From an optimization exercise on the open Yosys and OpenROAD flow, aimed at small area; shortcuts taken in it are not production practice. Only simulation tests tie the RTL to the original design; equivalence was not proved. Power is estimated from default activity; no workload was simulated.

==> design/flow/design.v <==
module pf_add #(parameter W = 8) (
    input  [W-1:0] a,
    input  [W-1:0] b,
    input          ci,
    output [W-1:0] s,
    output         co
);
wire [W:0] c;
assign c[0] = ci;
genvar k;
generate
  for (k = 0; k < W; k = k + 1) begin : bit_
    wire p = a[k] ^ b[k];
    assign s[k]   = p ^ c[k];
    assign c[k+1] = (a[k] & b[k]) | (p & c[k]);
  end
endgenerate
assign co = c[W];
endmodule
module pf_mulb #(parameter WA = 17) (
    input  [WA-1:0]   a,
    input  [7:0]      b,
    output [WA+7:0]   p
);
localparam W = WA + 2;            
wire [W-1:0] ax  = {{2{a[WA-1]}}, a};
wire [W-1:0] ax2 = {a[WA-1], a, 1'b0};
wire [8:0] bb = {b, 1'b0};
wire [W-1:0] s [0:3];
genvar i;
generate
  for (i = 0; i < 4; i = i + 1) begin : dig_
    wire b0 = bb[2*i], b1 = bb[2*i+1], b2 = bb[2*i+2];
    wire one = b0 ^ b1;
    wire two = (b2 & ~b1 & ~b0) | (~b2 & b1 & b0);
    wire neg = b2;
    wire [W-1:0] q = (({W{one}} & ax) | ({W{two}} & ax2)) ^ {W{neg}};
    if (i == 0) begin : first_
      pf_add #(W) u (.a(q), .b({W{1'b0}}), .ci(neg), .s(s[0]), .co());
    end else begin : row_
      wire [W-1:0] sh = {{2{s[i-1][W-1]}}, s[i-1][W-1:2]};
      pf_add #(W) u (.a(sh), .b(q), .ci(neg), .s(s[i]), .co());
      assign p[2*i-1:2*i-2] = s[i-1][1:0];
    end
  end
endgenerate
assign p[WA+7:6] = s[3][WA+1:0];
endmodule
module top_PF (
    input  signed [7:0] i_signals,
    input               clk,
    input               rst,
    output              o_clock,
    output signed [7:0] o_signal,
    output        [1:0] pwm
);
reg [3:0] pa;    
reg [4:0] pb;    
wire pb_wrap = (pb == 5'd23);
always @(posedge clk or negedge rst)
  if (!rst) begin
    pa <= 4'd0;
    pb <= 5'd0;
  end else begin
    pb <= pb_wrap ? 5'd0 : pb + 5'd1;
    if (pb_wrap) pa <= (pa == 4'd14) ? 4'd0 : pa + 4'd1;
  end
wire pa3  = (pa == 4'd3);
wire pa7  = (pa == 4'd7);
wire pa11 = (pa == 4'd11);
wire pa12 = (pa == 4'd12);
wire pa13 = (pa == 4'd13);
wire ev_x    = pa3  && (pb == 5'd18);    
wire ev_dn   = pa11 && (pb == 5'd6);     
wire ev_s    = pa11 && (pb == 5'd7);     
wire c0      = pa11 && (pb == 5'd8);     
wire ev_p2   = pa12 && (pb == 5'd14);    
wire c30     = pa12 && (pb == 5'd14);    
wire c31     = pa12 && (pb == 5'd15);    
wire c60     = pa13 && (pb == 5'd20);    
wire lapA    = (pa11 && pb >= 5'd9) || (pa12 && pb <= 5'd13);    
wire mcalc   = (pa12 && pb >= 5'd15) || (pa13 && pb <= 5'd19);   
wire slip    = mcalc || c60;                                     
wire ge90  = (pa > 4'd3) || (pa3 && pb >= 5'd18);
wire le179 = (pa < 4'd7) || (pa7 && pb <= 5'd11);
wire ge270 = (pa > 4'd11) || (pa11 && pb >= 5'd6);
assign o_clock = (ge90 && le179) || ge270;
reg clr;
reg  [7:0] r1 [0:97];
reg  [7:0] xin;
reg  [6:0] q1;
reg        pend1, run1;
wire [7:0] h1 = r1[0];
wire       start1 = pend1 && (q1 == 7'd0);
reg  signed [14:0] acc1;
integer i;
always @(posedge clk) begin
  for (i = 0; i < 97; i = i + 1) r1[i] <= r1[i+1];
  r1[97] <= clr ? 8'd0 : (start1 ? xin : h1);
end
always @(posedge clk)
  if (ev_x) xin <= {~i_signals[7], i_signals[6:0]};
always @(posedge clk or negedge rst)
  if (!rst) begin
    q1 <= 7'd0;
    pend1 <= 1'b0;
    run1 <= 1'b0;
    clr <= 1'b1;
  end else begin
    q1 <= (start1 || q1 == 7'd97) ? 7'd0 : q1 + 7'd1;
    if (ev_x) pend1 <= 1'b1;
    else if (start1) pend1 <= 1'b0;
    if (start1) run1 <= 1'b1;
    else if (q1 == 7'd96) run1 <= 1'b0;
    if (q1 == 7'd97) clr <= 1'b0;
  end
wire [14:0] a1_in = start1 ? {{6{xin[7]}}, xin, 1'b0} : acc1;
wire [14:0] a1_sum;
pf_add #(15) u_a1 (.a(a1_in), .b({{7{h1[7]}}, h1}), .ci(1'b0), .s(a1_sum), .co());
always @(posedge clk)
  if (start1 || run1) acc1 <= a1_sum;
wire [20:0] a1x = {{6{acc1[14]}}, acc1};
wire [20:0] t9, t41;
pf_add #(21) u_w1 (.a(a1x), .b({a1x[17:0], 3'b000}), .ci(1'b0), .s(t9),  .co());
pf_add #(21) u_w2 (.a(t9),  .b({a1x[15:0], 5'b00000}), .ci(1'b0), .s(t41), .co());
wire [8:0] W = t41[20:12];
reg  [3:0] r2 [0:57];
reg  [5:0] q2;
reg        pend2, run2;
wire [3:0] h2 = r2[0];
wire       start2 = pend2 && !run2 && (q2 == 6'd0);
wire       end2   = run2 && (q2 == 6'd0);
reg  signed [13:0] acc2;
reg  [7:0] zold, zrun;
wire [7:0] zsrc = start2 ? zold : zrun;
wire [7:0] znext;
pf_add #(8) u_z (.a(zsrc), .b({{4{h2[3]}}, h2}), .ci(1'b0), .s(znext), .co());
wire [13:0] a2_in = start2 ? {{5{W[8]}}, W} : acc2;
wire [13:0] a2_sum;
pf_add #(14) u_a2 (.a(a2_in), .b({{6{zsrc[7]}}, zsrc}), .ci(1'b0), .s(a2_sum), .co());
wire [3:0] enew = W[3:0] - zrun[3:0];
always @(posedge clk) begin
  for (i = 0; i < 57; i = i + 1) r2[i] <= r2[i+1];
  r2[57] <= clr ? 4'd0 : (end2 ? enew : h2);
  if (start2 || run2) zrun <= znext;
end
always @(posedge clk or negedge rst)
  if (!rst) begin
    q2 <= 6'd0;
    pend2 <= 1'b0;
    run2 <= 1'b0;
    acc2 <= 14'sd0;
    zold <= 8'd0;
  end else begin
    q2 <= (end2 || q2 == 6'd57) ? 6'd0 : q2 + 6'd1;
    if (ev_p2) pend2 <= 1'b1;
    else if (start2) pend2 <= 1'b0;
    if (start2) run2 <= 1'b1;
    else if (end2) run2 <= 1'b0;
    if (start2 || run2) acc2 <= a2_sum;
    if (start2) zold <= znext;
  end
wire [22:0] bx = {{9{acc2[13]}}, acc2};
wire [22:0] b17, b273;
pf_add #(23) u_v1 (.a(bx),  .b({bx[18:0], 4'b0000}), .ci(1'b0), .s(b17),  .co());
pf_add #(23) u_v2 (.a(b17), .b({bx[14:0], 8'b00000000}), .ci(1'b0), .s(b273), .co());
wire [27:0] qx = {{12{b273[21]}}, b273[21:6]};
wire [27:0] q17, q529, q4625;
pf_add #(28) u_v3 (.a(qx),   .b({qx[23:0], 4'b0000}), .ci(1'b0), .s(q17),  .co());
pf_add #(28) u_v4 (.a(q17),  .b({qx[18:0], 9'b0}),    .ci(1'b0), .s(q529), .co());
pf_add #(28) u_v5 (.a(q529), .b({qx[15:0], 12'b0}),   .ci(1'b0), .s(q4625), .co());
wire [7:0] V = q4625[27:20];
reg  [3:0]  xr [0:29];
reg  [3:0]  dv;
reg  [7:0]  x0r, xrun;
reg  [15:0] hr [0:29];
reg  signed [23:0] acc;
reg  signed [15:0] yn;
reg  [7:0]  dn;
reg  [7:0]  mreg, mleft;
wire [3:0]  xh = xr[0];
wire [15:0] hh = hr[0];
wire [16:0] wo;
pf_add #(17) u_wo (.a({dn[7], dn, 8'd0}), .b(~{yn[15], yn}), .ci(1'b1), .s(wo), .co());
wire [16:0] mop1 = slip ? wo : {hh[15], hh};
wire [7:0]  mop2 = xrun;
wire [24:0] mp;
pf_mulb #(17) u_mul (.a(mop1), .b(mop2), .p(mp));
wire c22;
pf_add #(17) u_c22 (.a(mp[16:0]), .b(mp[21:5]), .ci(1'b0), .s(), .co(c22));
wire [7:0] mnew;
pf_add #(8) u_mn (.a(mp[24:17]), .b({{5{mp[24]}}, mp[24:22]}), .ci(c22), .s(mnew), .co());
wire [7:0] msel = c31 ? mleft : mreg;
wire [20:0] hx = {{5{hh[15]}}, hh};
wire [20:0] h33;
pf_add #(21) u_h33 (.a(hx), .b({hx[15:0], 5'b00000}), .ci(1'b0), .s(h33), .co());
wire [7:0] fl = {{2{h33[20]}}, h33[20:15]};    
wire nz = |hh[14:0];
wire [7:0] dlt;
pf_add #(8) u_dl (.a(msel), .b(~fl), .ci(~nz), .s(dlt), .co());
wire [15:0] hnew;    
wire [7:0]  dlg = hupd ? dlt : 8'd0;
pf_add #(16) u_hn (.a(hh), .b({{8{dlg[7]}}, dlg}), .ci(1'b0), .s(hnew), .co());
wire hupd = c0 || mcalc;
wire [7:0] xstep;
pf_add #(8) u_xs (.a(xrun), .b(~{{4{xh[3]}}, xh}), .ci(1'b1), .s(xstep), .co());
wire [23:0] acc_sum;
pf_add #(24) u_acc (.a(c0 ? 24'd0 : acc), .b(mp[23:0]), .ci(1'b0), .s(acc_sum), .co());
always @(posedge clk) begin
  for (i = 0; i < 29; i = i + 1) begin
    xr[i] <= xr[i+1];
    hr[i] <= hr[i+1];
  end
  xr[29] <= clr ? 4'd0 : (slip ? dv : xh);
  hr[29] <= clr ? 16'd0 : hnew;
  if (c0) dv <= V[3:0] - x0r[3:0];
  else if (slip) dv <= xh;
  if (c0 || c30) xrun <= x0r;
  else if (lapA || mcalc) xrun <= xstep;
end
always @(posedge clk or negedge rst)
  if (!rst) begin
    acc <= 24'sd0;
    yn <= 16'sd0;
    dn <= 8'd0;
    x0r <= 8'd0;
    mreg <= 8'd0;
    mleft <= 8'd0;
  end else begin
    if (c0 || lapA) acc <= acc_sum;
    if (ev_s) yn <= acc[23:8];
    if (ev_dn) dn <= {~i_signals[7], i_signals[6:0]};
    if (mcalc) mreg <= mnew;
    if (c60) mleft <= mnew;
    if (c30) x0r <= V;
  end
assign o_signal = {~wo[15], wo[14:8]};
reg [4:0] c31c;   
always @(posedge clk or negedge rst)
  if (!rst) c31c <= 5'd0;
  else if (pb == 5'd12) c31c <= (c31c < 5'd30) ? c31c + 5'd1 : 5'd0;
wire [4:0] tri5 = (c31c <= 5'd15) ? c31c : 5'd30 - c31c;
wire [3:0] t = tri5[3:0];
wire [15:0] T16 = {t, t, t, t};
wire tp1 = t[3] & ~(&t[2:0]);
wire [15:0] u  = wo[15:0] ^ 16'h8000;
wire [15:0] un = ~u;
wire [3:0]  tl1 = t + {3'b000, tp1};
wire [3:0]  tl4 = t + {3'b000, tp1} - 4'd1;
wire ge1a = (u[3:0] >= tl1);
wire ge1b = (u[7:4] > t)   || (u[7:4] == t   && ge1a);
wire ge1c = (u[11:8] > t)  || (u[11:8] == t  && ge1b);
wire g1   = (u[15:12] > t) || (u[15:12] == t && ge1c);
wire ge4a = (un[3:0] >= tl4);
wire ge4b = (un[7:4] > t)   || (un[7:4] == t   && ge4a);
wire ge4c = (un[11:8] > t)  || (un[11:8] == t  && ge4b);
wire ge4d = (un[15:12] > t) || (un[15:12] == t && ge4c);
wire g4   = (t == 4'd0) || ((|u) && ge4d);
wire [1:0] raw = {~g1 & g4, g1 & ~g4};
reg [1:0] s6, s7, s12;
always @(posedge clk) begin
  if (pb == 5'd6)  s6  <= raw;
  if (pb == 5'd7)  s7  <= raw;
  if (pb == 5'd12) s12 <= raw;
end
wire young = clr && (pa == 4'd0) && (pb < 5'd9);
wire [1:0] d9 = (pb >= 5'd7  && pb <= 5'd15) ? s6  :
                (pb == 5'd16)                ? s7  :
                (pb >= 5'd17 && pb <= 5'd21) ? s12 : raw;
wire [1:0] r9 = young ? 2'b00 : d9;
wire dead = (r9 == 2'b01 && raw == 2'b10) || (r9 == 2'b10 && raw == 2'b01);
assign pwm = dead ? 2'b00 : raw;
endmodule
==> design/flow/run.sh <==
#!/bin/bash
# synth_recipe.tcl (not shown) runs the flow's synth.tcl, then flattens the netlist and writes it again
# the make line also repeats each setting of config.mk as NAME=value (left out here)
make -C /OpenROAD-flow-scripts/flow DESIGN_CONFIG=/design/flow/config.mk WORK_HOME=/design/flow/orfs CLKGATE_MAP_FILE= SYNTH_SCRIPT=/design/flow/synth_recipe.tcl finish
==> design/flow/config.mk <==
export PLATFORM = sky130hd
export DESIGN_NAME = top_PF
export DESIGN_NICKNAME = top_PF
export VERILOG_FILES = /design/flow/design.v
export SDC_FILE = /design/flow/constraint.sdc
export NUM_CORES = 4
export LEC_CHECK = 0
export ABC_AREA = 1
export CAP_MARGIN = 20
export CORE_MARGIN = 2
export CORE_UTILIZATION = 70
export CTS_BUF_LIST = sky130_fd_sc_hd__clkbuf_16
export CTS_CLUSTER_DIAMETER = 60
export CTS_CLUSTER_SIZE = 28
export SLEW_MARGIN = 20
==> design/flow/constraint.sdc <==
create_clock -name core_clock -period 20.0 [get_ports {clk}]
set_input_delay 4.0000 -clock core_clock [delete_from_list [all_inputs] [get_ports {clk}]]
set_output_delay 4.0000 -clock core_clock [all_outputs]
set_load 0.01 [all_outputs]
==> summary.txt, run 1 <==
run status no timing/DRC/antenna violations; Post-Synth Simple-Gate Area 3.978%; Slew Limit Headroom 40.48%; Syn Std Cell Area 49860 um2; Setup Fix Bufs, Post-CTS 0; cell with the largest stage delay on the worst path nor2_4; startpoint types flop; die height 270.9 um; top cells by area, synth dfxtp_1, fa_1, dfrtp_1, ha_1, edfxtp_1; Post-Synth XOR/XNOR Area 1.651%; H-tree depth 3; diodes inserted 0; # rows 97; Netlist cell types 61; global-route wire length before repair 146000 um; largest family of logic cells by synthesized area adder cells; DRT Wirelength 91790 um; Final Slew Violations 0; Fin Setup TNS 0 ns; Crit path required time 20.60 ns; Crit Path Category flop to flop; PortBufs 20; count leader, synth dfxtp_1; most used cell, CP fa_1; part of the cycle the worst path needs 81.43%; post-synthesis adder-cell area fraction 12.51%; vias per inst 5.163; placed instance count 4434; asr flop ratio synth 7.035%; DR WL/cell 20.10 um; Synth Warn # 6; RSZ-0062 raised after global routing no; Synth area leader dfxtp_1; root buffer cell clkbuf_16; Worst-path clk slew 0.10 ns; CP max stage delay 0.56 ns; Initial Util 70.95%; post-route cell area 53890 um2; Via Count 23578; minimum hold slack 0.3133 ns; Area after DPL 51080 um2; Max Clock Freq 0.06141 GHz; chip width 270.9 um; CTS Hold Buffers Added 0; initial antenna violation count 1; Synth Flop Type dfxtp_1; post-route ant nets 0; Top Ports 21; Layout Area Growth over Synthesis 8.093%; DP HPWL 55940 um; Yosys reg bits 1791; Crit path arrival time 16.88 ns; Starting DRT DRC Count 1615; crit end category flop; post-layout net count 3955; pin count of the biggest net entering global routing 76; CTS max path bufs 3; Critical Path Fanout Max 22; Worst VDD drop 0.1083 mV; PwrDens 104.4 nW/um2; mux share of post-synthesis cell area 0.2208%; Final Hold Viols 0; DRC Markers 0; synthesized area per cell 14.17 um2; clk sinks 1791; synthesized net count 3893; Placer Congestion 0.8453; Worst Hold Class flop to flop; Worst Tran Pin Value 0.8854 ns; CORE AREA 70270 um2; 1st-pass router iterations 8; Power, Total 5624 uW; Post-synth EDFFs 49; TritonCTS clock tree built; Synth Instances 3519; worst skew pair latency 0.69 ns; share of cells above drive strength 1 5.431%; fin cells 4567; Commonest cells post-synth dfxtp_1, inv_1, nand2_1; die area 73370 um2; area share of the largest cell type after synthesis 64.89%; total global-route track usage 26.03%; Num CTS Buffers 85; post-synthesis sequential area ratio 74.17%; max-cap violations 0; CTS resizes 0; endpoints failing setup 0; Leakage 0.02317 uW; gr ovfl total 0; Tmin final 16.29 ns; vias in the first global route 25576; Final Skew 0.04012 ns; Synth Area in Compound Gates 4.045%
through the flow:
step / worst slack [ns] / util, %
floorplan: 4.999 / -
finish: 3.715 / 76.69
global route: 2.960 / 76.69
global placement: 3.993 / 72.68
CTS: 3.710 / 76.67
detailed placement: 3.755 / 72.68
where the power goes:
group	switching, uW	leakage, uW	internal (uW)
registers	0.648	0.0151	3580
logic	13.8	0.00672	6.08
clock network	1170	0.00139	852
total	1180	0.0232	4440
layer usage:
layer	up-vias	wire length [um]	part of all wire, %	global-route usage (%)
met3	196	3338	3.6	3.595
li1	11057	-	-	-
met4	0	2809	3.1	8.026
met2	574	46210	50	44.24
met1	11751	39430	43	35.08
met5	-	0	0	0
cells in the final DEF (no fill, tap or decap), types with 16 or more instances in the layout:
cell,Yosys,layout
a21oi_1,82,82
ha_1,140,140
fa_1,224,224
o21ai_0,107,107
o21a_1,16,16
o22ai_1,66,66
nor2_1,133,132
clkbuf_16,0,86
xor2_1,83,83
edfxtp_1,49,49
o21ai_1,16,16
inv_1,368,381
clkdlybuf4s50_1,0,19
nand2_1,266,265
dfxtp_1,1616,1616
dfrtp_1,125,125
nand3_1,23,23
layout make-up:
class	instances	area, um2
Sequential cell	1791	36980
Fill cell	3901	16380
Multi-Input combinational cell	1286	11190
Clock buffer	86	2152
Inverter	384	1446
Tap cell	940	1176
Clock inverter	47	650.6
Timing Repair Buffer	33	299.0
cell families after synthesis:
logic type	count (synthesis)
adder cells (fa/ha/maj)	364
AO/OA/AOI/OAI	341
XOR/XNOR	94
AND/OR/NAND/NOR	477
buffers and inverters	442
multiplexers	10
flip-flops	1791
critical path: cells and delay by family (launching register included):
| kind | cells | cell delay, ns |
|---|---|---|
| flops | 1 | 0.48 |
| xor+xnor | 1 | 0.19 |
| simple gates | 4 | 1.02 |
| buf+inv | 4 | 0.46 |
| compound gates | 4 | 1.08 |
| fa+ha+maj | 33 | 12.92 |
registers in the layout, summed over array words and instances (netlist names), 14 cells and up:
name and flops:
acc1 15, yn 16, xr 120, hr 480, acc 24, acc2 14, r1 784, r2 232
worst paths after layout:
check | slack, ns | cells after the start | endpoint | start
setup / recovery | 3.71 | 46 | mreg[6] | pb[0]
hold / removal | 0.31 | 0 | r2[53][0] | r2[54][0]
setup reg to reg | 3.71 | 46 | mreg[6] | pb[0]
hold reg to reg | 0.31 | 0 | r2[53][0] | r2[54][0]
max in group asynchronous | 15.36 | 2 | yn[9] | rst
min in group asynchronous | 3.37 | 1 | acc[5] | rst
==> run 2, diff against run 1 <==
==> design/flow/flow/run.sh (new file) <==
#!/bin/bash
# The standard layout (the standard.sh, every ORFS step unchanged), with
# one CTS option added: no dummy loads on the clock tree's leaf nets.  The
# other CTS options are the ones cts.tcl builds from config.mk.
set -euo pipefail
CTS="-sink_clustering_enable -repair_clock_nets -dont_use_dummy_load"
CTS="$CTS -buf_list sky130_fd_sc_hd__clkbuf_16"
CTS="$CTS -sink_clustering_size 28 -sink_clustering_max_diameter 60"
bash standard.sh "CTS_ARGS=$CTS" finish > standard_flow.log 2>&1
==> design/flow/standard.sh (new file) <==
#!/bin/bash
# synth_recipe.tcl (not shown) runs the flow's synth.tcl, then flattens the netlist and writes it again
# the make line also repeats each setting of config.mk as NAME=value (left out here)
make -C /OpenROAD-flow-scripts/flow DESIGN_CONFIG=/design/flow/config.mk WORK_HOME=/design/flow/orfs CLKGATE_MAP_FILE= SYNTH_SCRIPT=/design/flow/synth_recipe.tcl "${@:-finish}"
removed: design/flow/run.sh
==> summary.txt, run 2 <==
endpoints failing setup 0 (unchanged); asr flop ratio synth 7.035% (unchanged); Synth area leader dfxtp_1 (unchanged); reg-to-reg slack, setup 3.71 ns (about the same); run status no timing/DRC/antenna violations (unchanged); top cells by area, synth dfxtp_1, fa_1, dfrtp_1, ha_1, edfxtp_1 (unchanged); DRC Markers 0 (unchanged); gr ovfl total 0 (unchanged); most used cell, CP fa_1 (unchanged); Synth Flop Type dfxtp_1 (unchanged); die height 270.9 um (unchanged); CTS resizes 0 (unchanged); Starting DRT DRC Count 1676 (was 1615); DP HPWL 55940 um (unchanged); Largest register FFs 784 (unchanged); Final Slew Violations 0 (unchanged); Crit Path Category flop to flop (unchanged); Max Clock Freq 0.06137 GHz (was 0.06141 GHz); vias per inst 5.121 (was 5.163); total global-route track usage 25.17% (was 26.03%); multi-input logic area 11190 um2 (unchanged); RSZ-0062 raised after global routing no (unchanged); CP max stage delay 0.56 ns (about the same); Setup Fix Bufs, Post-CTS 0 (unchanged); Worst Tran Pin Value 0.9146 ns (was 0.8854 ns); register area 36980 um2 (unchanged); post-route ant nets 0 (unchanged); Regs by FF count r1: 784 flops, hr: 480 flops, r2: 232 flops (unchanged); Leakage 0.02283 uW (was 0.02317 uW); Commonest cells post-synth dfxtp_1, inv_1, nand2_1 (unchanged); worst skew pair latency 0.67 ns (was 0.69 ns); most frequent cells in the layout dfxtp_1, inv_1, nand2_1 (unchanged); root buffer cell clkbuf_16 (unchanged); post-layout net count 3955 (unchanged); initial antenna violation count 0 (was 1); Critical Path Fanout Max 22 (unchanged); 1st-pass router iterations 5 (was 8); pre-CTS WS 3.755 ns (unchanged); max-cap violations 0 (unchanged); Crit path arrival time 16.86 ns (was 16.88 ns); clk sinks 1791 (unchanged); CTS Hold Buffers Added 0 (unchanged); Final Hold Viols 0 (unchanged); Via Count 23143 (was 23578); Netlist cell types 61 (unchanged); share of cells above drive strength 1 4.554% (was 5.431%); die area 73370 um2 (unchanged); cell with the largest stage delay on the worst path nor2_4 (unchanged); startpoint types flop (unchanged); pin count of the biggest net entering global routing 76 (unchanged); synthesized net count 3893 (unchanged); global-route wire length before repair 141700 um (was 146000 um); crit end category flop (unchanged); vias in the first global route 25230 (was 25576); PwrDens 101.2 nW/um2 (was 104.4 nW/um2); Post-synth EDFFs 49 (unchanged); Synth Instances 3519 (unchanged); Synth Warn # 6 (unchanged); Placer Congestion 0.8453 (unchanged); Final Skew 0.09058 ns (was 0.04012 ns); Worst-path clk slew 0.10 ns (about the same); chip width 270.9 um (unchanged); final worst slack 3.706 ns (was 3.715 ns); Crit path required time 20.56 ns (was 20.60 ns); count leader, synth dfxtp_1 (unchanged); area share of the largest cell type after synthesis 64.89% (unchanged); part of the cycle the worst path needs 81.47% (was 81.43%); post-synthesis sequential area ratio 74.17% (unchanged); synthesized area per cell 14.17 um2 (unchanged); Slew Limit Headroom 38.52% (was 40.48%); PortBufs 20 (unchanged); Worst VDD drop 0.1029 mV (was 0.1083 mV); # rows 97 (unchanged); Num CTS Buffers 85 (unchanged); Yosys reg bits 1791 (unchanged); diodes inserted 0 (unchanged); Filler cells 3989 (was 3901); Fin Setup TNS 0 ns (unchanged); Worst Hold Class flop to flop (unchanged); Layout Area Growth over Synthesis 6.738% (was 8.093%); H-tree depth 3 (unchanged); most common cell after layout, fill and taps aside dfxtp_1 (unchanged); register ranked first by flip-flop count r1 (unchanged); CORE AREA 70270 um2 (unchanged); Top Ports 21 (unchanged); CTS max path bufs 3 (unchanged); Tmin final 16.29 ns (about the same); DR WL/cell 19.66 um (was 20.10 um); fin util 75.73% (was 76.69%); TritonCTS clock tree built (unchanged); Initial Util 70.95% (unchanged); Syn Std Cell Area 49860 um2 (unchanged); DRT Wirelength 88860 um (was 91790 um)
run 2: worst paths after layout:
check / cells after the start / startpoint / end
max in group asynchronous: 2 / rst / dn[1]
min in group asynchronous: 1 / rst / acc[2]
worst max-delay path: 46 / pb[0] / mreg[6]
worst max register to register: 46 / pb[0] / mreg[6]
worst min register to register: 0 / r2[49][0] / r2[48][0]
worst min-delay path: 0 / r2[49][0] / r2[48][0]
run 2: report_power, final:
part           internal, uW  switching (uW)  leakage (uW)
Combinational          6.08            13.9       0.00672
Clock                   761            1020       0.00105
Sequential             3580           0.671        0.0151
Total                  4350            1040        0.0228
run 2: per-stage QoR:
stage          instance area (um2)  instances  hold WS [ns]  total power, uW
2_1_floorplan                49860       3519        0.3096             3671
3_5_place_dp                 51080       4434        0.3121             3685
5_1_grt                      53220       4519        0.2692             5536
3_3_place_gp                 51080       4434        0.3095             3684
6_report                     53220       4519        0.2762             5387
4_1_cts                      53200       4519        0.2660             5418
run 2: cell families after synthesis:
kind of cell               synth area share (%)
DFF                                       74.17
and+or+nand+nor                           3.978
buffers and inverters                     3.431
adders and majority gates                 12.51
AOI/OAI and AO/OA                         4.046
xor gates and xnor gates                  1.651
muxes                                    0.2209
run 2: worst max-delay path: cells and delay by family, from the launching register on:
family / cells / cell delay, ns
AND/OR/NAND/NOR: 4 / 1.02
AO/OA/AOI/OAI: 4 / 1.10
buffers and inverters: 4 / 0.48
adder cells (fa/ha/maj): 33 / 12.91
XOR/XNOR: 1 / 0.18
flip-flops: 1 / 0.48
run 2: area by class of cell:
type                       count  share of cell area [%]
inverter                     384                   2.718
clock buffer                  85                   3.997
tap                          940                   2.210
sequential                  1791                   69.48
multi-input combinational   1286                   21.03
timing repair buffer          33                  0.5619
run 2: per-layer routing:
metal,share of wire (%),GRT usage [%]
met4,3.5,8.723
met5,0,0
met2,49,41.67
met1,43,33.97
met3,5.0,4.260
==> run 3, diff against run 2 <==
--- a/design/flow/design.v
+++ b/design/flow/design.v
@@ -86,39 +86,35 @@
 wire ge270 = (pa > 4'd11) || (pa11 && pb >= 5'd6);
 assign o_clock = (ge90 && le179) || ge270;
 reg clr;
-reg  [7:0] r1 [0:97];
-reg  [7:0] xin;
-reg  [6:0] q1;
-reg        pend1, run1;
-wire [7:0] h1 = r1[0];
-wire       start1 = pend1 && (q1 == 7'd0);
+always @(posedge clk or negedge rst)
+  if (!rst) clr <= 1'b1;
+  else if (pa == 4'd2 && pb == 5'd9) clr <= 1'b0;     
+reg  [7:0] re [0:48];
+reg  [7:0] ro [0:48];
+reg        par;           
 reg  signed [14:0] acc1;
+wire [7:0] xnew = {~i_signals[7], i_signals[6:0]};
+wire w1 = (pa3 && pb >= 5'd19) || (pa == 4'd4) || (pa == 4'd5 && pb <= 5'd18);    
+wire w2 = (pa == 4'd5 && pb >= 5'd19) || (pa == 4'd6) || (pa7 && pb <= 5'd19);    
+wire rsel = w1 ? ~par : par;
+wire [7:0] h1 = rsel ? ro[0] : re[0];
 integer i;
 always @(posedge clk) begin
-  for (i = 0; i < 97; i = i + 1) r1[i] <= r1[i+1];
-  r1[97] <= clr ? 8'd0 : (start1 ? xin : h1);
-end
-always @(posedge clk)
-  if (ev_x) xin <= {~i_signals[7], i_signals[6:0]};
-always @(posedge clk or negedge rst)
-  if (!rst) begin
-    q1 <= 7'd0;
-    pend1 <= 1'b0;
-    run1 <= 1'b0;
-    clr <= 1'b1;
-  end else begin
-    q1 <= (start1 || q1 == 7'd97) ? 7'd0 : q1 + 7'd1;
-    if (ev_x) pend1 <= 1'b1;
-    else if (start1) pend1 <= 1'b0;
-    if (start1) run1 <= 1'b1;
-    else if (q1 == 7'd96) run1 <= 1'b0;
-    if (q1 == 7'd97) clr <= 1'b0;
-  end
-wire [14:0] a1_in = start1 ? {{6{xin[7]}}, xin, 1'b0} : acc1;
+  for (i = 0; i < 48; i = i + 1) begin
+    re[i] <= re[i+1];
+    ro[i] <= ro[i+1];
+  end
+  re[48] <= clr ? 8'd0 : ((ev_x && !par) ? xnew : re[0]);
+  ro[48] <= clr ? 8'd0 : ((ev_x &&  par) ? xnew : ro[0]);
+end
+always @(posedge clk or negedge rst)
+  if (!rst) par <= 1'b0;
+  else if (ev_x) par <= ~par;
+wire [14:0] a1_in = ev_x ? {{6{xnew[7]}}, xnew, 1'b0} : acc1;
 wire [14:0] a1_sum;
 pf_add #(15) u_a1 (.a(a1_in), .b({{7{h1[7]}}, h1}), .ci(1'b0), .s(a1_sum), .co());
 always @(posedge clk)
-  if (start1 || run1) acc1 <= a1_sum;
+  if (ev_x || w1 || w2) acc1 <= a1_sum;
 wire [20:0] a1x = {{6{acc1[14]}}, acc1};
 wire [20:0] t9, t41;
 pf_add #(21) u_w1 (.a(a1x), .b({a1x[17:0], 3'b000}), .ci(1'b0), .s(t9),  .co());
==> summary.txt, run 3 <==
run status no timing/DRC/antenna violations (unchanged); DRC Markers 0 (unchanged); chip width 270.0 um (was 270.9 um); CP max stage delay 0.54 ns (was 0.56 ns); Worst R2R Start pb[0] (unchanged); most frequent cells in the layout dfxtp_1, inv_1, nand2_1 (unchanged); total global-route track usage 30.52% (was 25.17%); post-route ant nets 0 (unchanged); PwrDens 101.4 nW/um2 (was 101.2 nW/um2); Tmin final 16.19 ns (was 16.29 ns); Initial Util 70.74% (was 70.95%); crit end category flop (unchanged); die height 270.0 um (was 270.9 um); Starting DRT DRC Count 2450 (was 1676); 1st-pass router iterations 8 (was 5); Num CTS Buffers 84 (was 85); Final Skew 0.1472 ns (was 0.09058 ns); count leader, synth dfxtp_1 (unchanged); final worst slack 3.805 ns (was 3.706 ns); gr ovfl total 0 (unchanged); PortBufs 20 (unchanged); Synth Flop Type dfxtp_1 (unchanged); Final Slew Violations 0 (unchanged); mux share of post-synthesis cell area 0.3132% (was 0.2208%); Layout Area Growth over Synthesis 6.718% (was 6.738%); H-tree depth 3 (unchanged); Final Hold Viols 0 (unchanged); Netlist cell types 62 (was 61); root buffer cell clkbuf_16 (unchanged); asr flop ratio synth 6.648% (was 7.035%); Syn Std Cell Area 49540 um2 (was 49860 um2); post-synthesis adder-cell area fraction 12.51% (about the same); area share of the largest cell type after synthesis 65.30% (was 64.89%); Synth Instances 3525 (was 3519); vias in the first global route 26960 (was 25230); pin count of the biggest net entering global routing 76 (unchanged); initial antenna violation count 4 (was 0); Yosys reg bits 1775 (was 1791); Setup Fix Bufs, Post-CTS 0 (unchanged); largest family of logic cells by synthesized area adder cells (unchanged); most used cell, CP fa_1 (unchanged); Leakage 0.02277 uW (was 0.02283 uW); max-cap violations 0 (unchanged); Largest register FFs 480 (was 784); endpoints failing setup 0 (unchanged); Placer Congestion 0.9193 (was 0.8453); most common cell after layout, fill and taps aside dfxtp_1 (unchanged); Slew Limit Headroom 29.28% (was 38.52%); Post-Synth XOR/XNOR Area 1.695% (was 1.651%); synthesized net count 3896 (was 3893); Commonest cells post-synth dfxtp_1, inv_1, nand2_1 (unchanged); die area 72920 um2 (was 73370 um2); Post-Synth Simple-Gate Area 3.980% (was 3.978%); # rows 97 (unchanged); CTS max path bufs 3 (unchanged); worst skew pair latency 0.69 ns (was 0.67 ns); Regs by FF count hr: 480 flops, re: 392 flops, ro: 392 flops (was r1: 784 flops, hr: 480 flops, r2: 232 flops); CTS resizes 0 (unchanged); Crit path arrival time 16.66 ns (was 16.86 ns); Worst Tran Pin Value 1.050 ns (was 0.9146 ns); Fin Setup TNS 0 ns (unchanged); pre-CTS WS 3.773 ns (was 3.755 ns); Post-synth EDFFs 41 (was 49); Worst VDD drop 0.1236 mV (was 0.1029 mV); DRT Wirelength 108300 um (was 88860 um); RSZ-0062 raised after global routing no (unchanged); synthesized area per cell 14.05 um2 (was 14.17 um2); post-layout net count 3954 (was 3955); top cells by area, synth dfxtp_1, fa_1, dfrtp_1, ha_1, inv_1 (was dfxtp_1, fa_1, dfrtp_1, ha_1, edfxtp_1); DR WL/cell 23.96 um (was 19.66 um); part of the cycle the worst path needs 80.97% (was 81.47%); diodes inserted 0 (unchanged); Worst-path clk slew 0.11 ns (was 0.10 ns); share of cells above drive strength 1 4.859% (was 4.554%); clk sinks 1775 (was 1791); Synth Area in Compound Gates 4.248% (was 4.045%); register ranked first by flip-flop count hr (was r1); Worst Hold Class flop to flop (unchanged); CTS Hold Buffers Added 0 (unchanged); Critical path origin pb[0] (unchanged); Crit Path Category flop to flop (unchanged); global-route wire length before repair 165800 um (was 141700 um); startpoint types flop (unchanged); Critical Path Fanout Max 35 (was 22); Via Count 24810 (was 23143); Max Clock Freq 0.06175 GHz (was 0.06137 GHz); cell with the largest stage delay on the worst path fa_1 (was nor2_4); DP HPWL 63320 um (was 55940 um); Synth area leader dfxtp_1 (unchanged); CORE AREA 70030 um2 (was 70270 um2); vias per inst 5.488 (was 5.121); Synth Warn # 7 (was 6); Top Ports 21 (unchanged); Crit path required time 20.46 ns (was 20.56 ns); hold wc startpoint xr[29][1] (was r2[49][0]); TritonCTS clock tree built (unchanged); post-synthesis sequential area ratio 73.75% (was 74.17%)
[run 3: cell types whose count changed after synthesis, sizes merged, moves of 8 or more]
cell / before / now
a21oi: 83 / 91
clkbuf: 34 / 44
dfrtp: 125 / 117
edfxtp: 49 / 41
nand2: 273 / 265
nand3: 23 / 32
nor2: 136 / 127
o21ai: 132 / 158
[run 3: final timing paths]
path | cells past startpoint | slack [ns] | endpoint
setup / recovery | 48 | 3.81 | mleft[6]
hold / removal | 0 | 0.22 | xr[28][1]
setup reg to reg | 48 | 3.81 | mleft[6]
hold reg to reg | 0 | 0.22 | xr[28][1]
max in group asynchronous | 2 | 15.38 | x0r[2]
min in group asynchronous | 1 | 3.37 | yn[0]
[run 3: cell type report]
cell class / instances / area (um2)
flip-flops and latches: 1775 / 36540
fillers: 3753 / 17160
multi-input cells: 1301 / 11290
clock buffers: 84 / 2102
inverters: 386 / 1454
well taps: 940 / 1176
repair buffers: 35 / 314.1
[run 3: power breakdown]
| part | internal [uW] | switching [uW] |
|---|---|---|
| clock | 752 | 1050 |
| combinational | 3.85 | 10.8 |
| sequential | 3550 | 0.900 |
| total | 4300 | 1060 |
[run 3: metal layers]
layer / routed length, um / vias up / global-route usage (%) / share of wire (%)
met5: 45 / - / 0 / 0.042
met4: 7116 / 8 / 16.81 / 6.6
met3: 7281 / 438 / 6.294 / 6.7
met2: 53760 / 1152 / 51.79 / 50
met1: 40120 / 12184 / 36.66 / 37
li1: - / 11028 / - / -
[run 3: cells by family (layout without fill, tap and decap cells)]
logic type,count (synthesis),in the layout
AO/OA/AOI/OAI,363,363
multiplexers,14,14
flip-flops,1775,1775
buffers and inverters,449,505
adder cells (fa/ha/maj),361,361
XOR/XNOR,95,95
AND/OR/NAND/NOR,468,468
[run 3: critical path: cells and delay by family, from the launching register on]
family | cells | cell delay [ns]
buffers and inverters | 4 | 0.37
AO/OA/AOI/OAI | 4 | 0.99
XOR/XNOR | 1 | 0.18
adder cells (fa/ha/maj) | 34 | 13.13
flip-flops | 1 | 0.47
AND/OR/NAND/NOR | 5 | 0.89
[run 3: metrics by stage]
| step | utilization (%) | area, um2 | hold WS (ns) | cells | total power, uW |
|---|---|---|---|---|---|
| after floorplan | - | 49540 | 0.3096 | 3525 | 3632 |
| final | 75.50 | 52870 | 0.2163 | 4521 | 5363 |
| after CTS | 75.47 | 52850 | 0.2192 | 4521 | 5375 |
| after global routing | 75.50 | 52870 | 0.2144 | 4521 | 5484 |
| after global placement | 72.47 | 50750 | 0.3099 | 4437 | 3643 |
| after detailed placement | 72.47 | 50750 | 0.3121 | 4437 | 3643 |
==> run 4, diff against run 3 <==
--- a/design/flow/flow/run.sh
+++ b/design/flow/flow/run.sh
@@ -5,5 +5,5 @@
 set -euo pipefail
 CTS="-sink_clustering_enable -repair_clock_nets -dont_use_dummy_load"
 CTS="$CTS -buf_list sky130_fd_sc_hd__clkbuf_16"
-CTS="$CTS -sink_clustering_size 28 -sink_clustering_max_diameter 60"
+CTS="$CTS -sink_clustering_size 28 -sink_clustering_max_diameter 90"
 bash standard.sh "CTS_ARGS=$CTS" finish > standard_flow.log 2>&1
==> summary.txt, run 4 <==
run status no timing/DRC/antenna violations (unchanged); PortBufs 20 (unchanged); Post-Synth XOR/XNOR Area 1.695% (unchanged); Final Hold Viols 0 (unchanged); Largest register FFs 480 (unchanged); Tmin final 16.22 ns (was 16.19 ns); Synth Flop Type dfxtp_1 (unchanged); placed instance count 4437 (unchanged); gr ovfl total 0 (unchanged); DRT Wirelength 108000 um (was 108300 um); Crit Path Category flop to flop (unchanged); Synth Area in Compound Gates 4.248% (unchanged); most common cell after layout, fill and taps aside dfxtp_1 (unchanged); Fin Setup TNS 0 ns (unchanged); startpoint types flop (unchanged); Worst Tran Pin Value 1.075 ns (was 1.050 ns); Worst VDD drop 0.1213 mV (was 0.1236 mV); Slew Limit Headroom 28.27% (was 29.28%); CTS max path bufs 3 (unchanged); post-route ant nets 0 (unchanged); vias in the first global route 26992 (was 26960); Initial Util 70.74% (unchanged); global-route wire length before repair 165400 um (was 165800 um); minimum hold slack 0.2731 ns (was 0.2163 ns); Synth area leader dfxtp_1 (unchanged); post-synthesis adder-cell area fraction 12.51% (unchanged); share of cells above drive strength 1 4.673% (was 4.859%); Logic pwr share 0.3% (about the same); DRC Markers 0 (unchanged); Post-Synth Simple-Gate Area 3.980% (unchanged); root buffer cell clkbuf_16 (unchanged); count leader, synth dfxtp_1 (unchanged); Placer Congestion 0.9193 (unchanged); Netlist cell types 62 (unchanged); total global-route track usage 30.37% (was 30.52%); Max Clock Freq 0.06166 GHz (was 0.06175 GHz); Pint 4237 uW (was 4304 uW); endpoints failing setup 0 (unchanged); crit end category flop (unchanged); Post-synth EDFFs 41 (unchanged); largest family of logic cells by synthesized area adder cells (unchanged); crit-path leading delay family adder cells (unchanged); Worst-path clk slew 0.10 ns (was 0.11 ns); most frequent cells in the layout dfxtp_1, inv_1, nand2_1 (unchanged); H-tree depth 3 (unchanged); Yosys reg bits 1775 (unchanged); Synth Instances 3525 (unchanged); pin count of the biggest net entering global routing 76 (unchanged); chip width 270.0 um (unchanged); CTS resizes 0 (unchanged); DP HPWL 63320 um (unchanged); Crit path required time 20.51 ns (was 20.46 ns); CP max stage delay 0.54 ns (about the same); Flop pwr share 67.2% (was 66.2%); Critical Path Fanout Max 35 (unchanged); Num CTS Buffers 76 (was 84); CORE AREA 70030 um2 (unchanged); Crit path arrival time 16.73 ns (was 16.66 ns); fin util 75.25% (was 75.50%); most used cell, CP fa_1 (unchanged); die area 72920 um2 (unchanged); Starting DRT DRC Count 2079 (was 2450); die height 270.0 um (unchanged); synthesized area per cell 14.05 um2 (unchanged); CTS Hold Buffers Added 0 (unchanged); post-synthesis sequential area ratio 73.75% (unchanged); RSZ-0062 raised after global routing no (unchanged); # rows 97 (unchanged); sw frac 19.72% (was 19.75%); asr flop ratio synth 6.648% (unchanged); initial antenna violation count 3 (was 4); DR WL/cell 23.92 um (was 23.96 um); Final Skew 0.1225 ns (was 0.1472 ns); 1st-pass router iterations 6 (was 8); vias per inst 5.491 (was 5.488); Setup Fix Bufs, Post-CTS 0 (unchanged); mux share of post-synthesis cell area 0.3132% (unchanged); Synth Warn # 7 (unchanged); Via Count 24799 (was 24810); Regs by FF count hr: 480 flops, re: 392 flops, ro: 392 flops (unchanged); Leakage 0.02268 uW (was 0.02277 uW); Final Slew Violations 0 (unchanged); Commonest cells post-synth dfxtp_1, inv_1, nand2_1 (unchanged); Top Ports 21 (unchanged); TritonCTS clock tree built (unchanged); clk sinks 1775 (unchanged); top cells by area, synth dfxtp_1, fa_1, dfrtp_1, ha_1, inv_1 (unchanged); PwrDens 100.2 nW/um2 (was 101.4 nW/um2); Worst Hold Class flop to flop (unchanged); area share of the largest cell type after synthesis 65.30% (unchanged); Clk pwr share 32.5% (was 33.6%); Layout Area Growth over Synthesis 6.372% (was 6.718%); part of the cycle the worst path needs 81.09% (was 80.97%); cell with the largest stage delay on the worst path fa_1 (unchanged); P_sw 1041 uW (was 1059 uW); worst skew pair latency 0.67 ns (was 0.69 ns); Syn Std Cell Area 49540 um2 (unchanged); max-cap violations 0 (unchanged); synthesized net count 3896 (unchanged); register ranked first by flip-flop count hr (unchanged); post-layout net count 3947 (was 3954); fin cells 4516 (was 4521); worst path bufs/invs 4 (unchanged)
-- run 4: worst paths after layout --
check,depth (start not counted),startpoint,slack (ns),end
worst min register to register,0,hr[27][1],0.27,hr[26][1]
worst max register to register,48,pb[0],3.78,mleft[6]
min in group asynchronous,1,rst,3.38,yn[1]
worst min-delay path,0,hr[27][1],0.27,hr[26][1]
max in group asynchronous,3,rst,15.51,x0r[1]
worst max-delay path,48,pb[0],3.78,mleft[6]
-- run 4: power groups by stage --
stage          Sequential, uW  Clock (uW)  Combinational, uW
6_report                 3550        1710               15.4
5_1_grt                  3550        1830               16.6
4_1_cts                  3550        1730               14.6
3_5_place_dp             3630           0               14.3
3_3_place_gp             3630           0               13.8
2_1_floorplan            3630           0               3.47
-- run 4: layout make-up --
cell class / count / area, um2
tap: 940 / 1176
timing repair buffer: 36 / 337.8
fill: 3750 / 17330
inverter: 386 / 1454
clock buffer: 76 / 1902
multi-input combinational: 1301 / 11290
antenna: 2 / 5.005
sequential: 1775 / 36540
-- run 4: cell families after synthesis --
kind of cell,Yosys count
flops,1775
simple gates,468
compound gates,363
fa+ha+maj,361
mux,14
buf+inv,449
xor+xnor,95
-- run 4: metrics by stage --
| step | worst slack (ns) | instance area [um2] | total power (uW) |
|---|---|---|---|
| after CTS | 3.746 | 52650 | 5292 |
| after global routing | 3.010 | 52690 | 5401 |
| after global placement | 4.061 | 50750 | 3643 |
| after floorplan | 5.057 | 49540 | 3632 |
| after detailed placement | 3.773 | 50750 | 3643 |
| final | 3.781 | 52700 | 5279 |
-- run 4: routing by layer --
metal,part of all wire [%],track usage (%)
met5,0.011,0
met4,7.0,17.65
met3,6.2,6.321
met2,50,51.52
met1,37,36.06
==> run 5, diff against run 4 <==
--- a/design/flow/design.v
+++ b/design/flow/design.v
@@ -211,7 +211,7 @@
   hr[29] <= clr ? 16'd0 : hnew;
   if (c0) dv <= V[3:0] - x0r[3:0];
   else if (slip) dv <= xh;
-  if (c0 || c30) xrun <= x0r;
+  if (c0 || c30 || clr) xrun <= x0r;    
   else if (lapA || mcalc) xrun <= xstep;
 end
 always @(posedge clk or negedge rst)
==> summary.txt, run 5 <==
register ranked first by flip-flop count hr (unchanged); gr ovfl total 0 (unchanged); Num CTS Buffers 75 (was 76); Leakage 0.02264 uW (was 0.02268 uW); most used cell, CP fa_1 (unchanged); met3 GRT Util 3.556% (was 6.321%); Synth Warn # 7 (unchanged); final worst slack 3.951 ns (was 3.781 ns); Synth Instances 3516 (was 3525); Final Slew Violations 0 (unchanged); share of cells above drive strength 1 4.127% (was 4.673%); PwrDens 99.94 nW/um2 (was 100.2 nW/um2); Yosys reg bits 1775 (unchanged); RSZ-0062 raised after global routing no (unchanged); GR peak layer met2 (unchanged); top cells by area, synth dfxtp_1, fa_1, dfrtp_1, ha_1, inv_1 (unchanged); DR WL/cell 21.21 um (was 23.92 um); Worst-path clk slew 0.10 ns (about the same); 1st-pass router iterations 10 (was 6); Slew Limit Headroom 24.73% (was 28.27%); Via Count 23835 (was 24799); pin count of the biggest net entering global routing 73 (was 76); H-tree depth 3 (unchanged); Worst Hold Class flop to flop (unchanged); post-synthesis sequential area ratio 73.87% (was 73.75%); synthesized net count 3887 (was 3896); post-route cell area 52560 um2 (was 52700 um2); worst path bufs/invs 4 (unchanged); crit-path leading delay family adder cells (unchanged); CTS Hold Buffers Added 0 (unchanged); most frequent cells in the layout dfxtp_1, inv_1, nand2_1 (unchanged); Max Clock Freq 0.06231 GHz (was 0.06166 GHz); Post-synth EDFFs 41 (unchanged); Fin Setup TNS 0 ns (unchanged); post-route ant nets 0 (unchanged); CTS resizes 0 (unchanged); die height 269.8 um (was 270.0 um); run status no timing/DRC/antenna violations (unchanged); Placer Congestion 0.8995 (was 0.9193); Crit path arrival time 16.53 ns (was 16.73 ns); met1 GRT Util 34.26% (was 36.06%); total global-route track usage 27.07% (was 30.37%); worst skew pair latency 0.68 ns (was 0.67 ns); DRT Wirelength 95470 um (was 108000 um); global-route wire length before repair 150900 um (was 165400 um); part of the cycle the worst path needs 80.24% (was 81.09%); Regs by FF count hr: 480 flops, re: 392 flops, ro: 392 flops (unchanged); Commonest cells post-synth dfxtp_1, inv_1, nand2_1 (unchanged); Filler cells 3893 (was 3750); CORE AREA 70030 um2 (unchanged); Synth Flop Type dfxtp_1 (unchanged); Final Hold Viols 0 (unchanged); vias per inst 5.294 (was 5.491); max-cap violations 0 (unchanged); vias in the first global route 25949 (was 26992); diodes inserted 0 (was 2); synthesized area per cell 14.07 um2 (was 14.05 um2); Area after DPL 50660 um2 (was 50750 um2); clk sinks 1775 (unchanged); # rows 97 (unchanged); Crit path required time 20.49 ns (was 20.51 ns); asr flop ratio synth 6.648% (unchanged); die area 72800 um2 (was 72920 um2); Netlist cell types 58 (was 62); DRC Markers 0 (unchanged); Crit Path Category flop to flop (unchanged); CP max stage delay 0.55 ns (was 0.54 ns); TritonCTS clock tree built (unchanged); count leader, synth dfxtp_1 (unchanged); CTS max path bufs 3 (unchanged); Layout Area Growth over Synthesis 6.261% (was 6.372%); root buffer cell clkbuf_16 (unchanged); minimum hold slack 0.2894 ns (was 0.2731 ns); chip width 269.8 um (was 270.0 um); area share of the largest cell type after synthesis 65.41% (was 65.30%); Largest register FFs 480 (unchanged); Worst VDD drop 0.1017 mV (was 0.1213 mV); fin util 75.05% (was 75.25%); cell with the largest stage delay on the worst path fa_1 (unchanged); Starting DRT DRC Count 2200 (was 2079); Synth area leader dfxtp_1 (unchanged); endpoints failing setup 0 (unchanged); Syn Std Cell Area 49460 um2 (was 49540 um2); PortBufs 20 (unchanged); Top Ports 21 (unchanged); DP HPWL 56600 um (was 63320 um); routing usage on met2 47.52% (was 51.52%); initial antenna violation count 2 (was 3); Setup Fix Bufs, Post-CTS 0 (unchanged); crit end category flop (unchanged); post-layout net count 3935 (was 3947); startpoint types flop (unchanged); Final Skew 0.1027 ns (was 0.1225 ns); Initial Util 70.63% (was 70.74%); Worst Tran Pin Value 1.117 ns (was 1.075 ns); Tmin final 16.05 ns (was 16.22 ns); pre-CTS WS 3.872 ns (was 3.773 ns); most common cell after layout, fill and taps aside dfxtp_1 (unchanged); Critical Path Fanout Max 35 (unchanged)
## run 5: cell types whose count changed in the layout (fill, tap and decap cells not counted), sizes merged, moves of 2 or more
cell,previous run,this run
a21oi,91,94
nand3,32,28
nor4,7,5
clkinv,4,2
diode,2,0
nor2,127,121
o21a,9,11
buf,17,14
## run 5: power breakdown
part | switching, uW | internal, uW | total [uW]
combinational | 10.4 | 3.67 | 14.0
clock | 1010 | 677 | 1690
sequential | 0.718 | 3550 | 3550
total | 1020 | 4230 | 5250
## run 5: cells by family (layout without fill, tap and decap cells)
kind of cell	count (synthesis)	in the layout	synth area share [%]
DFF	1775	1775	73.87
and+or+nand+nor	454	454	3.830
buffers and inverters	447	493	3.478
AOI/OAI and AO/OA	370	370	4.295
adders and majority gates	361	361	12.53
xor gates and xnor gates	95	95	1.682
muxes	14	14	0.3137
## run 5: worst register-to-register path: cells and delay by family, from the launching register on
family | cells | cell delay (ns)
flops | 1 | 0.47
fa+ha+maj | 34 | 13.04
xor+xnor | 1 | 0.18
simple gates | 5 | 0.89
compound gates | 4 | 0.96
buf+inv | 4 | 0.37
## run 5: metrics by stage
stage / power (uW) / cells
CTS: 5277 / 4502
global route: 5385 / 4502
global placement: 3643 / 4427
floorplan: 3632 / 3516
detailed placement: 3643 / 4427
finish: 5253 / 4502
## run 5: final timing paths
path                       startpoint   endpoint  slack [ns]  cells after the start
min in group asynchronous         rst    zold[6]        3.43                      1
hold reg to reg             r2[37][3]  r2[36][3]        0.29                      0
setup / recovery                pb[0]   mleft[6]        3.95                     48
hold / removal              r2[37][3]  r2[36][3]        0.29                      0
max in group asynchronous         rst    mreg[2]       15.09                      2
setup reg to reg                pb[0]   mleft[6]        3.95                     48
## run 5: per-layer routing
| metal | share of wire, % | vias to the layer above |
|---|---|---|
| li1 | - | 10968 |
| met1 | 40 | 11725 |
| met2 | 51 | 839 |
| met3 | 4.5 | 301 |
| met4 | 4.4 | 2 |
| met5 | 0.017 | - |
## run 5: cell type report
| type | count | area (um2) | area share [%] |
|---|---|---|---|
| clock buffers | 75 | 1877 | 3.571 |
| repair buffers | 33 | 295.3 | 0.5618 |
| multi-input cells | 1294 | 11220 | 21.35 |
| inverters | 385 | 1450 | 2.759 |
| well taps | 940 | 1176 | 2.238 |
| flip-flops and latches | 1775 | 36540 | 69.52 |
==> run 6, diff against run 5 <==
--- a/design/flow/flow/run.sh
+++ b/design/flow/flow/run.sh
@@ -5,5 +5,5 @@
 set -euo pipefail
 CTS="-sink_clustering_enable -repair_clock_nets -dont_use_dummy_load"
 CTS="$CTS -buf_list sky130_fd_sc_hd__clkbuf_16"
-CTS="$CTS -sink_clustering_size 28 -sink_clustering_max_diameter 90"
+CTS="$CTS -sink_clustering_size 28 -sink_clustering_max_diameter 90 -tree_buf sky130_fd_sc_hd__clkbuf_8"
 bash standard.sh "CTS_ARGS=$CTS" finish > standard_flow.log 2>&1
==> summary.txt, run 6 <==
run status no timing/DRC/antenna violations (unchanged); chip width 269.8 um (unchanged); crit end category flop (unchanged); register area 36540 um2 (unchanged); PortBufs 20 (unchanged); post-route ant nets 0 (unchanged); total global-route track usage 27.07% (unchanged); vias in the first global route 25949 (unchanged); most common cell after layout, fill and taps aside dfxtp_1 (unchanged); Top Ports 21 (unchanged); final worst slack 3.951 ns (unchanged); Synth Flop Type dfxtp_1 (unchanged); Final Slew Violations 0 (unchanged); synthesized net count 3887 (unchanged); Regs by FF count hr: 480 flops, re: 392 flops, ro: 392 flops (unchanged); Synth area leader dfxtp_1 (unchanged); Hold Crit Endpoint r2[36][3] (unchanged); RSZ-0062 raised after global routing no (unchanged); global-route wire length before repair 150900 um (unchanged); startpoint types flop (unchanged); pin count of the biggest net entering global routing 73 (unchanged); TritonCTS clock tree built (unchanged); hold path depth 0 (unchanged); most used cell, CP fa_1 (unchanged); routing usage on met2 47.52% (unchanged); PwrDens 99.94 nW/um2 (unchanged); Crit path arrival time 16.53 ns (about the same); pre-CTS WS 3.872 ns (unchanged); asr flop ratio synth 6.648% (unchanged); Final Skew 0.1027 ns (unchanged); Netlist cell types 58 (unchanged); CORE AREA 70030 um2 (unchanged); Worst-path clk slew 0.10 ns (about the same); CTS max path bufs 3 (unchanged); Leakage 0.02264 uW (unchanged); Via Count 23835 (unchanged); area share of the largest cell type after synthesis 65.41% (unchanged); FF-to-FF End mleft[6] (unchanged); part of the cycle the worst path needs 80.24% (unchanged); Starting DRT DRC Count 2200 (unchanged); fin util 75.05% (unchanged); hold wc startpoint r2[37][3] (unchanged); root buffer cell clkbuf_16 (unchanged); diodes inserted 0 (unchanged); Max Clock Freq 0.06231 GHz (unchanged); Crit path required time 20.49 ns (about the same); Initial Util 70.63% (unchanged); GR peak layer met2 (unchanged); Critical Path Fanout Max 35 (unchanged); Placer Congestion 0.8995 (unchanged); most frequent cells in the layout dfxtp_1, inv_1, nand2_1 (unchanged); Fin Setup TNS 0 ns (unchanged); gr ovfl total 0 (unchanged); top cells by area, synth dfxtp_1, fa_1, dfrtp_1, ha_1, inv_1 (unchanged); count leader, synth dfxtp_1 (unchanged); DRC Markers 0 (unchanged); share of cells above drive strength 1 4.127% (unchanged); vias per inst 5.294 (unchanged); Yosys reg bits 1775 (unchanged); post-layout net count 3935 (unchanged); Filler cells 3893 (unchanged); 1st-pass router iterations 10 (unchanged); Tmin final 16.05 ns (unchanged); CP max stage delay 0.55 ns (about the same); Setup Fix Bufs, Post-CTS 0 (unchanged); Synth Warn # 7 (unchanged); endpoints failing setup 0 (unchanged); die height 269.8 um (unchanged); Worst Tran Pin Value 1.117 ns (unchanged); met3 GRT Util 3.556% (unchanged); Post-synth EDFFs 41 (unchanged); register ranked first by flip-flop count hr (unchanged); DP HPWL 56600 um (unchanged); die area 72800 um2 (unchanged); Crit Path Category flop to flop (unchanged); R2R depth 48 (unchanged); fin cells 4502 (unchanged); multi-input logic area 11220 um2 (unchanged); DRT Wirelength 95470 um (unchanged); synthesized area per cell 14.07 um2 (unchanged); met1 GRT Util 34.26% (unchanged); Worst Hold Class flop to flop (unchanged); Worst R2R Start pb[0] (unchanged); placed instance count 4427 (unchanged); DR WL/cell 21.21 um (unchanged); Commonest cells post-synth dfxtp_1, inv_1, nand2_1 (unchanged); Final Hold Viols 0 (unchanged); initial antenna violation count 2 (unchanged); max-cap violations 0 (unchanged); post-synthesis sequential area ratio 73.87% (unchanged); reg-to-reg slack, setup 3.95 ns (about the same); Slew Limit Headroom 24.73% (unchanged); CTS resizes 0 (unchanged); Syn Std Cell Area 49460 um2 (unchanged); Largest register FFs 480 (unchanged); Synth Instances 3516 (unchanged); cell with the largest stage delay on the worst path fa_1 (unchanged); H-tree depth 3 (unchanged); Worst VDD drop 0.1017 mV (unchanged); # rows 97 (unchanged); Layout Area Growth over Synthesis 6.261% (unchanged); CTS Hold Buffers Added 0 (unchanged); clk sinks 1775 (unchanged); worst skew pair latency 0.68 ns (about the same); Num CTS Buffers 75 (unchanged)
## run 6: cell counts in the layout (fill, tap and decap cells not counted)
Identical to the previous run, type by type.
## run 6: final cells by class
class,instances,share of cell area (%)
Sequential cell,1775,69.52
Multi-Input combinational cell,1294,21.35
Clock buffer,75,3.571
Inverter,385,2.759
Tap cell,940,2.238
Timing Repair Buffer,33,0.5618
## run 6: per-stage QoR
| stage | total power (uW) | area [um2] | hold WS (ns) |
|---|---|---|---|
| 6_report | 5253 | 52560 | 0.2894 |
| 5_1_grt | 5385 | 52560 | 0.2936 |
| 4_1_cts | 5277 | 52540 | 0.2839 |
| 3_5_place_dp | 3643 | 50660 | 0.3121 |
| 3_3_place_gp | 3643 | 50660 | 0.3095 |
| 2_1_floorplan | 3632 | 49460 | 0.3096 |
## run 6: logic make-up (layout without fill, tap and decap cells)
logic type | count (synthesis) | in the layout | share of synthesized area [%]
AOI/OAI and AO/OA | 370 | 370 | 4.295
xor gates and xnor gates | 95 | 95 | 1.682
adders and majority gates | 361 | 361 | 12.53
buffers and inverters | 447 | 493 | 3.478
DFF | 1775 | 1775 | 73.87
muxes | 14 | 14 | 0.3137
and+or+nand+nor | 454 | 454 | 3.830
## run 6: critical path, delay by kind of cell, from the launching register on
kind | cells | cell delay (ns)
AND/OR/NAND/NOR | 5 | 0.88
AO/OA/AOI/OAI | 4 | 0.93
buffers and inverters | 4 | 0.36
flip-flops | 1 | 0.47
adder cells (fa/ha/maj) | 34 | 13.04
XOR/XNOR | 1 | 0.18
## run 6: power by group
group	internal (uW)	total [uW]	leakage (uW)	switching [uW]
Clock	677	1690	0.000924	1010
Combinational	3.67	14.0	0.00677	10.4
Sequential	3550	3550	0.0149	0.718
## run 6: worst max-delay path by stage
stage / cells after the start / slack, ns / startpoint / end
floorplan: 49 / 5.06 / pb[0] / mleft[6]
global placement: 48 / 4.22 / pb[0] / mleft[6]
detailed placement: 48 / 3.87 / pb[0] / mleft[6]
CTS: 48 / 3.86 / pb[0] / mleft[6]
global route: 48 / 3.24 / pb[0] / mreg[6]
finish: 48 / 3.95 / pb[0] / mleft[6]
## run 6: layer usage
| layer | vias up | routed length, um |
|---|---|---|
| met3 | 301 | 4269 |
| met4 | 2 | 4235 |
| met5 | - | 16 |
| met2 | 839 | 48830 |
| met1 | 11725 | 38120 |
| li1 | 10968 | - |
==> run 7, diff against run 6 <==
--- a/design/flow/flow/run.sh
+++ b/design/flow/flow/run.sh
@@ -5,5 +5,5 @@
 set -euo pipefail
 CTS="-sink_clustering_enable -repair_clock_nets -dont_use_dummy_load"
 CTS="$CTS -buf_list sky130_fd_sc_hd__clkbuf_16"
-CTS="$CTS -sink_clustering_size 28 -sink_clustering_max_diameter 90 -tree_buf sky130_fd_sc_hd__clkbuf_8"
+CTS="$CTS -sink_clustering_size 24 -sink_clustering_max_diameter 90"
 bash standard.sh "CTS_ARGS=$CTS" finish > standard_flow.log 2>&1
==> summary.txt, run 7 <==
total global-route track usage 27.38% (was 27.07%); DP HPWL 56600 um (unchanged); # rows 97 (unchanged); DR WL/cell 22.31 um (was 21.21 um); cell with the largest stage delay on the worst path fa_1 (unchanged); die height 269.8 um (unchanged); most common cell after layout, fill and taps aside dfxtp_1 (unchanged); Worst Tran Pin Value 0.9702 ns (was 1.117 ns); vias per inst 5.387 (was 5.294); Crit path arrival time 16.53 ns (about the same); Via Count 24307 (was 23835); TritonCTS clock tree built (unchanged); H-tree depth 3 (unchanged); RSZ-0062 raised after global routing no (unchanged); root buffer cell clkbuf_16 (unchanged); register ranked first by flip-flop count hr (unchanged); Synth area leader dfxtp_1 (unchanged); Commonest cells post-synth dfxtp_1, inv_1, nand2_1 (unchanged); asr flop ratio synth 6.648% (unchanged); fin cells 4512 (was 4502); post-route cell area 52820 um2 (was 52560 um2); CTS resizes 0 (unchanged); PortBufs 20 (unchanged); Fin Setup TNS 0 ns (unchanged); Netlist cell types 58 (unchanged); crit end category flop (unchanged); fin util 75.42% (was 75.05%); share of cells above drive strength 1 4.423% (was 4.127%); CTS Hold Buffers Added 0 (unchanged); worst path bufs/invs 4 (unchanged); Worst Hold Class flop to flop (unchanged); Synth Instances 3516 (unchanged); Final Slew Violations 0 (unchanged); Setup Fix Bufs, Post-CTS 0 (unchanged); Worst VDD drop 0.1004 mV (was 0.1017 mV); initial antenna violation count 5 (was 2); Regs by FF count hr: 480 flops, re: 392 flops, ro: 392 flops (unchanged); Crit path required time 20.49 ns (about the same); most used cell, CP fa_1 (unchanged); Final Hold Viols 0 (unchanged); Leakage 0.02277 uW (was 0.02264 uW); Post-synth EDFFs 41 (unchanged); most frequent cells in the layout dfxtp_1, inv_1, nand2_1 (unchanged); endpoints failing setup 0 (unchanged); startpoint types flop (unchanged); synthesized net count 3887 (unchanged); Placer Congestion 0.8995 (unchanged); max-cap violations 0 (unchanged); Slew Limit Headroom 34.64% (was 24.73%); vias in the first global route 26368 (was 25949); die area 72800 um2 (unchanged); placed instance count 4427 (unchanged); post-route ant nets 0 (unchanged); DRT Wirelength 100600 um (was 95470 um); Largest register FFs 480 (unchanged); worst skew pair latency 0.68 ns (about the same); Synth Flop Type dfxtp_1 (unchanged); Num CTS Buffers 85 (was 75); crit-path leading delay family adder cells (unchanged); area share of the largest cell type after synthesis 65.41% (unchanged); Yosys reg bits 1775 (unchanged); CP max stage delay 0.55 ns (about the same); synthesized area per cell 14.07 um2 (unchanged); diodes inserted 0 (unchanged); 1st-pass router iterations 6 (was 10); CORE AREA 70030 um2 (unchanged); Max Clock Freq 0.06236 GHz (was 0.06231 GHz); minimum hold slack 0.2741 ns (was 0.2894 ns); Syn Std Cell Area 49460 um2 (unchanged); Area after DPL 50660 um2 (unchanged); Layout Area Growth over Synthesis 6.782% (was 6.261%); Starting DRT DRC Count 2279 (was 2200); Final Skew 0.09814 ns (was 0.1027 ns); Top Ports 21 (unchanged); PwrDens 101.7 nW/um2 (was 99.94 nW/um2); Initial Util 70.63% (unchanged); top cells by area, synth dfxtp_1, fa_1, dfrtp_1, ha_1, inv_1 (unchanged); post-synthesis sequential area ratio 73.87% (unchanged); Crit Path Category flop to flop (unchanged); Critical Path Fanout Max 35 (unchanged); run status no timing/DRC/antenna violations (unchanged); global-route wire length before repair 152400 um (was 150900 um); chip width 269.8 um (unchanged); Synth Warn # 7 (unchanged); DRC Markers 0 (unchanged); Worst-path clk slew 0.09 ns (was 0.10 ns); post-layout net count 3945 (was 3935); pin count of the biggest net entering global routing 73 (unchanged); gr ovfl total 0 (unchanged); Tmin final 16.04 ns (was 16.05 ns); clk sinks 1775 (unchanged); count leader, synth dfxtp_1 (unchanged); CTS max path bufs 3 (unchanged); part of the cycle the worst path needs 80.18% (was 80.24%)
[run 7: final cells by class]
class	count	area, um2
fill	3869	17210
inverter	385	1450
timing repair buffer	33	295.3
multi-input combinational	1294	11230
tap	940	1176
clock buffer	85	2127
sequential	1775	36540
[run 7: path summary, 6_finish.rpt]
check | startpoint | endpoint | slack [ns] | cells past startpoint
worst max-delay path | pb[0] | mleft[6] | 3.96 | 48
worst min-delay path | xr[22][3] | xr[21][3] | 0.27 | 0
max in group asynchronous | rst | pb[2] | 15.08 | 2
worst max register to register | pb[0] | mleft[6] | 3.96 | 48
min in group asynchronous | rst | zold[5] | 3.43 | 1
worst min register to register | xr[22][3] | xr[21][3] | 0.27 | 0
[run 7: logic make-up after synthesis]
| family | count (synthesis) | share of synthesized area, % |
|---|---|---|
| multiplexers | 14 | 0.3137 |
| AO/OA/AOI/OAI | 370 | 4.295 |
| buffers and inverters | 447 | 3.478 |
| flip-flops | 1775 | 73.87 |
| AND/OR/NAND/NOR | 454 | 3.830 |
| XOR/XNOR | 95 | 1.682 |
| adder cells (fa/ha/maj) | 361 | 12.53 |
[run 7: worst register-to-register path: cells and delay by family, from the launching register on]
family / cells / cell delay [ns]
adders and majority gates: 34 / 13.06
and+or+nand+nor: 5 / 0.88
xor gates and xnor gates: 1 / 0.18
buffers and inverters: 4 / 0.37
AOI/OAI and AO/OA: 4 / 0.95
DFF: 1 / 0.47
[run 7: routing by layer]
layer	part of all wire, %	vias to the layer above	routed length, um	track usage, %
met4	4.9	8	4954	12.60
met1	38	12013	38530	34.11
met2	52	962	51870	47.73
met3	5.2	340	5241	3.814
li1	-	10984	-	-
met5	0.051	-	51	0
[run 7: power by group]
part           internal (uW)  total [uW]  leakage (uW)  switching (uW)
combinational           3.67        14.2       0.00677            10.5
clock                    761        1810       0.00105            1050
sequential              3550        3550        0.0149           0.712
[run 7: through the flow]
stage	power, uW	setup slack (ns)
after floorplan	3632	5.063
after global placement	3643	4.215
after detailed placement	3643	3.872
after CTS	5387	3.877
after global routing	5515	3.258
final	5371	3.964

[what the ideal ports hide]
How much do the figures lean on ideal ports? The routed layouts below were timed once more, with nothing changed but the port constraints. Step 1, drivers: a clkbuf_16 drives clk and a buf_2 each remaining input, both assumed. Step 2 times the ports against the registers' clock, not the clock port: input delays grow and output delays shrink by t, the midpoint of the rising clock arrivals with the driver on. Slacks: ideal / step 1 / step 2; pairs: ideal / step 1.
run | t, ns | setup slack, ns | hold slack, ns
run 1 | 0.733 | 3.715 / 3.715 / 3.715 | 0.313 / 0.313 / 0.313
run 2 | 0.694 | 3.706 / 3.706 / 3.706 | 0.276 / 0.276 / 0.276
run 3 | 0.699 | 3.805 / 3.805 / 3.805 | 0.216 / 0.216 / 0.216
run 4 | 0.688 | 3.781 / 3.781 / 3.781 | 0.273 / 0.273 / 0.273
run 5 | 0.678 | 3.951 / 3.951 / 3.951 | 0.289 / 0.289 / 0.289
run 6 | 0.678 | 3.951 / 3.951 / 3.951 | 0.289 / 0.289 / 0.289
run 7 | 0.701 | 3.964 / 3.964 / 3.964 | 0.274 / 0.274 / 0.274
After both steps setup and hold are still met in every run listed.
